What follows belongs to an exercise in optimizing a design on an open flow for small area; a production flow would make more cautious choices.
In this exercise RTL edits were held to simulation tests only and were not proved equivalent to the original.
No activity file was given, so power comes from the tool's default toggle rates.

red:
==> flow/design.v <==
`timescale 1ns / 1ps
module Digital_Clock(
    input clk,
    input reset,
    input set_time,
    input set_time_unchnged,
    input [5:0] set_min,
    input [5:0] set_sec,
    input up,
    input down,
    input set_alarm,
    input left,
    input right,
    input stop_watch,
    input timer,
    input start,
    input stop,
    output reg led,
    output reg [3:0] Anode_Activation,
    output reg [6:0] Cathode_Activation,
    output reg [4:0] hrs
);
    reg [7:0] rc;
    reg [4:0] c25;
    always @(posedge clk) begin
        if (reset) begin
            rc <= 0;
            c25 <= 12;
        end else begin
            rc <= rc + 1;
            if (rc[3:0] == 4'd15)
                c25 <= (c25[4] & c25[3]) ? 5'd0 : c25 + 1;
        end
    end
    wire c_top = c25[4] & c25[3];
    wire tick = c_top && rc[3:0] == 4'd7;
    wire samp = c_top && rc[3:0] == 4'd4;
    wire t100 = rc[1:0] == 2'b01;
    reg U, D;
    always @(posedge clk)
        if (samp) begin
            U <= up;
            D <= down;
        end
    function [6:0] pm7(input [6:0] x, input dn);
        integer i;
        reg t;
        begin
            t = 1'b1;
            for (i = 0; i < 7; i = i + 1) begin
                pm7[i] = x[i] ^ t;
                t = t & (x[i] ^ dn);
            end
        end
    endfunction
    reg [5:0] S, M, s, As;
    reg [6:0] m;
    reg [5:0] Am;    
    reg [4:0] H, Ah;
    reg [3:0] count;
    wire W = stop_watch;
    wire R = right;
    wire Smax = S[5] & S[4] & S[3] & S[1] & S[0];
    wire Mmax = M[5] & M[4] & M[3] & M[1] & M[0];
    wire Mz = M == 0;
    wire Hmax = H[4] & H[2] & H[1] & H[0];
    wire Hz = H == 0;
    wire s0 = s == 0;
    wire m0 = m == 0;
    wire m59 = m == 59;
    wire h23 = hrs == 23;
    wire stm = set_time & !W;
    wire unm = !set_time & set_time_unchnged & !W;
    wire nrm = !set_time & !set_time_unchnged & !timer & !W;
    wire mdn = !R & D;
    wire mup = !R & U & !D;
    wire hdn = R ? D : (D & Mz);
    wire hup = R ? (U & !D) : (U & Mmax);
    wire Mdir = stm & mdn;
    wire [5:0] Mpm = pm7({1'b0, M}, Mdir);
    wire [5:0] Mnew = Mdir ? (Mz ? 6'd59 : Mpm) : (Mmax ? 6'd0 : Mpm);
    wire Men = stm & (mdn | mup) | Smax;
    wire Hdir = stm & hdn;
    wire [4:0] Hpm = pm7({2'b0, H}, Hdir);
    wire [4:0] Hnew = Hdir ? (Hz ? 5'd23 : Hpm) : (Hmax ? 5'd0 : Hpm);
    wire Hen = stm & (hdn | hup) | Smax & Mmax;
    wire mdir = set_time ? D : timer;
    wire [6:0] mpm = pm7(m, mdir);
    wire hdir = set_time & hdn;
    wire [4:0] hpm = pm7({2'b0, hrs}, hdir);
    wire [5:0] sdec = pm7({1'b0, s}, 1'b1);
    wire un_up = unm & !timer & !set_alarm & !R & U;
    wire tdec = unm & timer & !(m0 & s0);
    wire alarm_eq = set_alarm && H == Ah && M == Am && S == As;
    always @(posedge clk) begin
        if (reset) begin
            S <= 0; M <= 0; H <= 0;
            s <= 0; m <= 0; hrs <= 0;
            As <= 0; Am <= 0; Ah <= 0;
            count <= 11;
        end else if (tick) begin
            S <= stm ? s : (Smax ? 6'd0 : S + 6'd1);
            if (Men) M <= Mnew;
            if (Hen) H <= Hnew;
            if (nrm) begin
                s <= S; m <= {1'b0, M}; hrs <= H;
            end
            if (stm & mdn) m <= Mz ? 7'd59 : mpm;
            if (stm & mup) m <= Mmax ? 7'd0 : mpm;
            if (stm & hdn) hrs <= Hz ? 5'd23 : hpm;
            if (stm & hup) hrs <= Hmax ? 5'd0 : hpm;
            if (tdec) begin
                s <= s0 ? 6'd59 : sdec;
                if (s0) m <= mpm;
            end
            if (unm & !timer & set_alarm) begin
                As <= s; Ah <= hrs;
                Am <= {m[5:2] | {4{m[6]}}, m[1:0]};
            end
            if (un_up) begin
                m <= m59 ? 7'd0 : mpm;
                if (m59) hrs <= hpm;
            end
            if (unm & R & U) hrs <= h23 ? 5'd0 : hpm;
            if (!W) begin
                if (count[3] & count[1] & count[0]) begin
                    if (alarm_eq) count <= 0;
                end else
                    count <= count + 1;
            end
        end
    end
    always @(*) led = ~count[0];
    reg [6:0] secs4;
    reg [5:0] mins4;
    wire sw_en = t100 & W & !stop;
    wire s4max = secs4[6] & secs4[5] & secs4[1] & secs4[0];
    wire m4max = mins4[5] & mins4[4] & mins4[3] & mins4[1] & mins4[0];
    always @(posedge clk) begin
        if (reset | sw_en & !start) begin
            secs4 <= 0; mins4 <= 0;
        end else if (sw_en) begin
            secs4 <= s4max ? 7'd0 : secs4 + 7'd1;
            if (s4max) mins4 <= m4max ? 6'd0 : mins4 + 6'd1;
        end
    end
    wire [1:0] sel = rc[7:6];
    wire [6:0] v = sel[1] ? (W ? secs4 : {1'b0, s}) : (W ? {1'b0, mins4} : m);
    wire [3:0] LED_BCD = sel[0] ? v % 10 : v / 10;
    always @(*) begin
        case (sel)
            2'b00: Anode_Activation = 4'b0111;
            2'b01: Anode_Activation = 4'b1011;
            2'b10: Anode_Activation = 4'b1101;
            default: Anode_Activation = 4'b1110;
        endcase
        case (LED_BCD)
            4'd1: Cathode_Activation = 7'b1001111;
            4'd2: Cathode_Activation = 7'b0010010;
            4'd3: Cathode_Activation = 7'b0000110;
            4'd4: Cathode_Activation = 7'b1001100;
            4'd5: Cathode_Activation = 7'b0100100;
            4'd6: Cathode_Activation = 7'b0100000;
            4'd7: Cathode_Activation = 7'b0001111;
            4'd8: Cathode_Activation = 7'b0000000;
            4'd9: Cathode_Activation = 7'b0000100;
            default: Cathode_Activation = 7'b0000001;
        endcase
    end
endmodule
clock: 10.0 ns
lec_check: 0
cap_margin: 20
core_margin: 2
core_utilization: 70
slew_margin: 20
standard.sh (not shown) runs the stock make flow with config.mk's settings and CLKGATE_MAP_FILE= SYNTH_SCRIPT=/design/flow/synth_recipe.tcl, a recipe that flattens the netlist after the stock synthesis.
==> flow/flow/run.sh <==
#!/bin/bash
# Standard synthesis, then the combinational logic re-mapped for area with a
# stronger ABC script (flip-flops untouched), then the standard layout
# with smaller port buffers and no dummy clock loads.
set -euo pipefail
R=$PWD/orfs/results/sky130hd/Digital_Clock/base
bash standard.sh synth > synth_std.log 2>&1
cp $R/1_2_yosys.v synth_std.v
bash flow/resynth.sh 1 2 3 4 5 6 7 8 > resynth.log 2>&1
cp synth_resynth.v $R/1_2_yosys.v
rm -f $R/1_synth.odb $R/1_synth.sdc
bash standard.sh finish \
  "BUFFER_PORTS_ARGS=-buffer_cell sky130_fd_sc_hd__buf_1" \
  "CTS_ARGS=-sink_clustering_enable -repair_clock_nets -dont_use_dummy_load -buf_list {sky130_fd_sc_hd__clkbuf_8}" > layout.log 2>&1
Other scripts of this flow, unchanged in this note and not shown: flow/flow/resynth.sh, flow/flow/resynth.ys.in
Input changes introduced in blue (baseline for comparison: red):
-- flow/flow/run.sh --
<<< red, line 7
bash standard.sh synth > synth_std.log 2>&1
cp $R/1_2_yosys.v synth_std.v
bash flow/resynth.sh 1 2 3 4 5 6 7 8 > resynth.log 2>&1
cp synth_resynth.v $R/1_2_yosys.v
rm -f $R/1_synth.odb $R/1_synth.sdc
>>> blue, line 7
bash standard.sh synth > synth_std.log 2>&1
cp $R/1_2_yosys.v synth_std.v
cp $R/1_2_yosys.v synth_standard.v
# Six rounds, each starting from the best netlist so far.
best_area=
for round in 1 2 3 4 5 6; do
  echo "round $round" >> resynth.log
  bash flow/resynth.sh 1 2 3 4 5 6 7 8 >> resynth.log 2>&1
  mkdir -p resynth_round$round
  mv resynth_[0-9]* synth_resynth_[0-9]* resynth_round$round/
  a=$(tail -1 resynth.log | awk '{print $NF}')
  if [[ -z "$best_area" ]] || awk "BEGIN{exit !($a < $best_area)}"; then
    best_area=$a
    cp synth_resynth.v synth_best.v
  fi
  echo "best so far: $best_area" >> resynth.log
  cp synth_best.v synth_std.v
done
cp synth_best.v synth_resynth.v
cp synth_resynth.v $R/1_2_yosys.v
rm -f $R/1_synth.odb $R/1_synth.sdc
Results
- Total power: blue above red
- Compare blue and red | first-iteration DRC count lower: red
- Comparing blue with red, the sequential cell fraction of total power came out essentially unchanged.
- blue: final worst-path cycle share 7.9 points above red
- The final worst slack in blue was lower than what red gave.
- Layout cell share with drive strength beyond 1: blue vs red up 0.21 points
- Re static leakage: blue and red aren't equal, and the lower value belongs to red.
What green does differently from blue at the input level:
==> flow/flow/run.sh <==
#!/bin/bash
# Standard synthesis, then the combinational logic re-mapped for area with a
# stronger ABC script (flip-flops untouched), then the standard layout
# with smaller port buffers and no dummy clock loads.
set -euo pipefail
R=$PWD/orfs/results/sky130hd/Digital_Clock/base
bash standard.sh synth > synth_std.log 2>&1
cp $R/1_2_yosys.v synth_std.v
cp $R/1_2_yosys.v synth_standard.v
# Five rounds, each starting from the previous round's best netlist.
for round in 1 2 3 4 5; do
  echo "round $round" >> resynth.log
  bash flow/resynth.sh 1 2 3 4 5 6 7 8 >> resynth.log 2>&1
  mkdir -p resynth_round$round
  mv resynth_[0-9]* synth_resynth_[0-9]* resynth_round$round/
  cp synth_resynth.v synth_std.v
done
cp synth_resynth.v $R/1_2_yosys.v
rm -f $R/1_synth.odb $R/1_synth.sdc
bash standard.sh finish \
  "BUFFER_PORTS_ARGS=-buffer_cell sky130_fd_sc_hd__buf_1" \
  "CTS_ARGS=-sink_clustering_enable -repair_clock_nets -dont_use_dummy_load -buf_list {sky130_fd_sc_hd__clkbuf_8}" > layout.log 2>&1
Notes after the runs:
- green | stages: all done | timing, DRC, antenna: all pass
- Changes observed in green relative to blue: standard cell area after detailed placement saw little to no change, aggregate routed wire length saw a decrease, final standard cell utilization of the core saw little to no change.
- The routed metal-1 wirelength reported for green is greater than that of blue by 150 µm.
- Compared to blue, green shows a wider setup margin.
- Length in cells of the worst reg-to-reg path, blue and green, higher one = green.
- Area after synthesis: blue vs green — no meaningful difference
- Compared green vs blue, and routed length per placed instance is down in green.
- In green the worst slew slack as a fraction of its limit turned out 4.0 points higher than in blue.

---

== the previous run ==
Starts from the design.v that is shown in full above.
==> flow/config.mk <==
export PLATFORM = sky130hd
export DESIGN_NAME = Digital_Clock
export DESIGN_NICKNAME = Digital_Clock
export VERILOG_FILES = /design/flow/design.v
export SDC_FILE = /design/flow/constraint.sdc
export NUM_CORES = 4
export LEC_CHECK = 0
export CAP_MARGIN = 20
export CORE_MARGIN = 2
export CORE_UTILIZATION = 70
export SLEW_MARGIN = 20
==> flow/constraint.sdc <==
create_clock -name core_clock -period 10.0 [get_ports {clk}]
set_input_delay 2.0000 -clock core_clock [delete_from_list [all_inputs] [get_ports {clk}]]
set_output_delay 2.0000 -clock core_clock [all_outputs]
set_load 0.01 [all_outputs]
==> flow/flow/run.sh <==
#!/bin/bash
# Standard synthesis, then the combinational logic re-mapped for area with a
# stronger ABC script (flip-flops untouched), then the standard layout
# with smaller port buffers and no dummy clock loads.
set -euo pipefail
R=$PWD/orfs/results/sky130hd/Digital_Clock/base
bash standard.sh synth > synth_std.log 2>&1
cp $R/1_2_yosys.v synth_std.v
cp $R/1_2_yosys.v synth_standard.v
# Three rounds, each starting from the previous round's best netlist.
for round in 1 2 3; do
  echo "round $round" >> resynth.log
  bash flow/resynth.sh 1 2 3 4 5 6 7 8 >> resynth.log 2>&1
  mkdir -p resynth_round$round
  mv resynth_[0-9]* synth_resynth_[0-9]* resynth_round$round/
  cp synth_resynth.v synth_std.v
done
cp synth_resynth.v $R/1_2_yosys.v
rm -f $R/1_synth.odb $R/1_synth.sdc
bash standard.sh finish \
  "BUFFER_PORTS_ARGS=-buffer_cell sky130_fd_sc_hd__buf_1" \
  "CTS_ARGS=-sink_clustering_enable -repair_clock_nets -dont_use_dummy_load -buf_list {sky130_fd_sc_hd__clkbuf_8}" > layout.log 2>&1
Other scripts of this flow, unchanged in this note and not shown: flow/flow/resynth.sh, flow/flow/resynth.ys.in
The inputs of the current run differ from those of the previous run as listed below.
--- a/flow/flow/run.sh
+++ b/flow/flow/run.sh
@@ -8,12 +8,20 @@
 cp $R/1_2_yosys.v synth_std.v
 cp $R/1_2_yosys.v synth_standard.v
-# Three rounds, each starting from the previous round's best netlist.
-for round in 1 2 3; do
+# Six rounds, each starting from the best netlist so far.
+best_area=
+for round in 1 2 3 4 5 6; do
   echo "round $round" >> resynth.log
-  bash flow/resynth.sh 1 2 3 4 5 6 7 8 >> resynth.log 2>&1
+  bash flow/resynth.sh $(seq $(( (round-1)*12 % 100 + 1 )) $(( (round-1)*12 % 100 + 12 ))) >> resynth.log 2>&1
   mkdir -p resynth_round$round
   mv resynth_[0-9]* synth_resynth_[0-9]* resynth_round$round/
-  cp synth_resynth.v synth_std.v
+  a=$(tail -1 resynth.log | awk '{print $NF}')
+  if [[ -z "$best_area" ]] || awk "BEGIN{exit !($a < $best_area)}"; then
+    best_area=$a
+    cp synth_resynth.v synth_best.v
+  fi
+  echo "best so far: $best_area" >> resynth.log
+  cp synth_best.v synth_std.v
 done
+cp synth_best.v synth_resynth.v
 cp synth_resynth.v $R/1_2_yosys.v
 rm -f $R/1_synth.odb $R/1_synth.sdc
--- outcome ---
The current run completed; timing, DRC and antenna clean
The current run vs the previous run: worst hold path depth down in the current run
Against the previous run, the current run reports a hold slack that is higher.
Max global-route wire length before repair across the current run and the previous run: the current run
Maximum number of buffers from clock root to sink: the previous run vs the current run identical
On full die area, the previous run loses to the current run.
Going from the previous run to the current run, accumulated negative setup slack roughly the same, count of instances resized after the clock tree is built ~0 delta, post-route fraction of the period consumed by the critical path picked up an extra 3.4 points.

separate check: timing with driven ports:
How much do the figures lean on ideal ports? The routed layouts below were timed once more, with nothing changed but the port constraints.
Step 1 sets driving cells, clkbuf_16 on the clock port and buf_2 on the other inputs (assumed; they add their load-dependent delay and slew).
Step 2, shift: input delay + t, output delay - t, t = (earliest + latest rising clock arrival at the registers) / 2. This alone moves slack from input paths to output paths.
Slacks: no drivers / after step 1 / after step 2; pairs: no drivers / after step 1.
run | t (ns) | slack for setup (ns) | hold WS [ns] | worst slew at a driven data input, ns | pins driven straight from the clock port
red | 0.393 | 1.877 / 1.856 / 1.856 | 0.469 / 0.469 / 0.469 | 0.03 | 1
blue | 0.379 | 1.086 / 1.063 / 1.063 | 0.472 / 0.472 / 0.472 | 0.04 | 1
green | 0.386 | 1.726 / 1.702 / 1.702 | 0.456 / 0.456 / 0.456 | 0.03 | 1
the previous run | 0.385 | 1.831 / 1.807 / 1.807 | 0.468 / 0.468 / 0.468 | 0.03 | 1
the current run | 0.371 | 1.489 / 1.460 / 1.460 | 0.472 / 0.472 / 0.472 | 0.03 | 1
After both steps setup and hold are still met in every run listed. The setup slack of the current run, which loses most, moves by -0.029 ns with the drivers and by -0.029 ns with both steps.
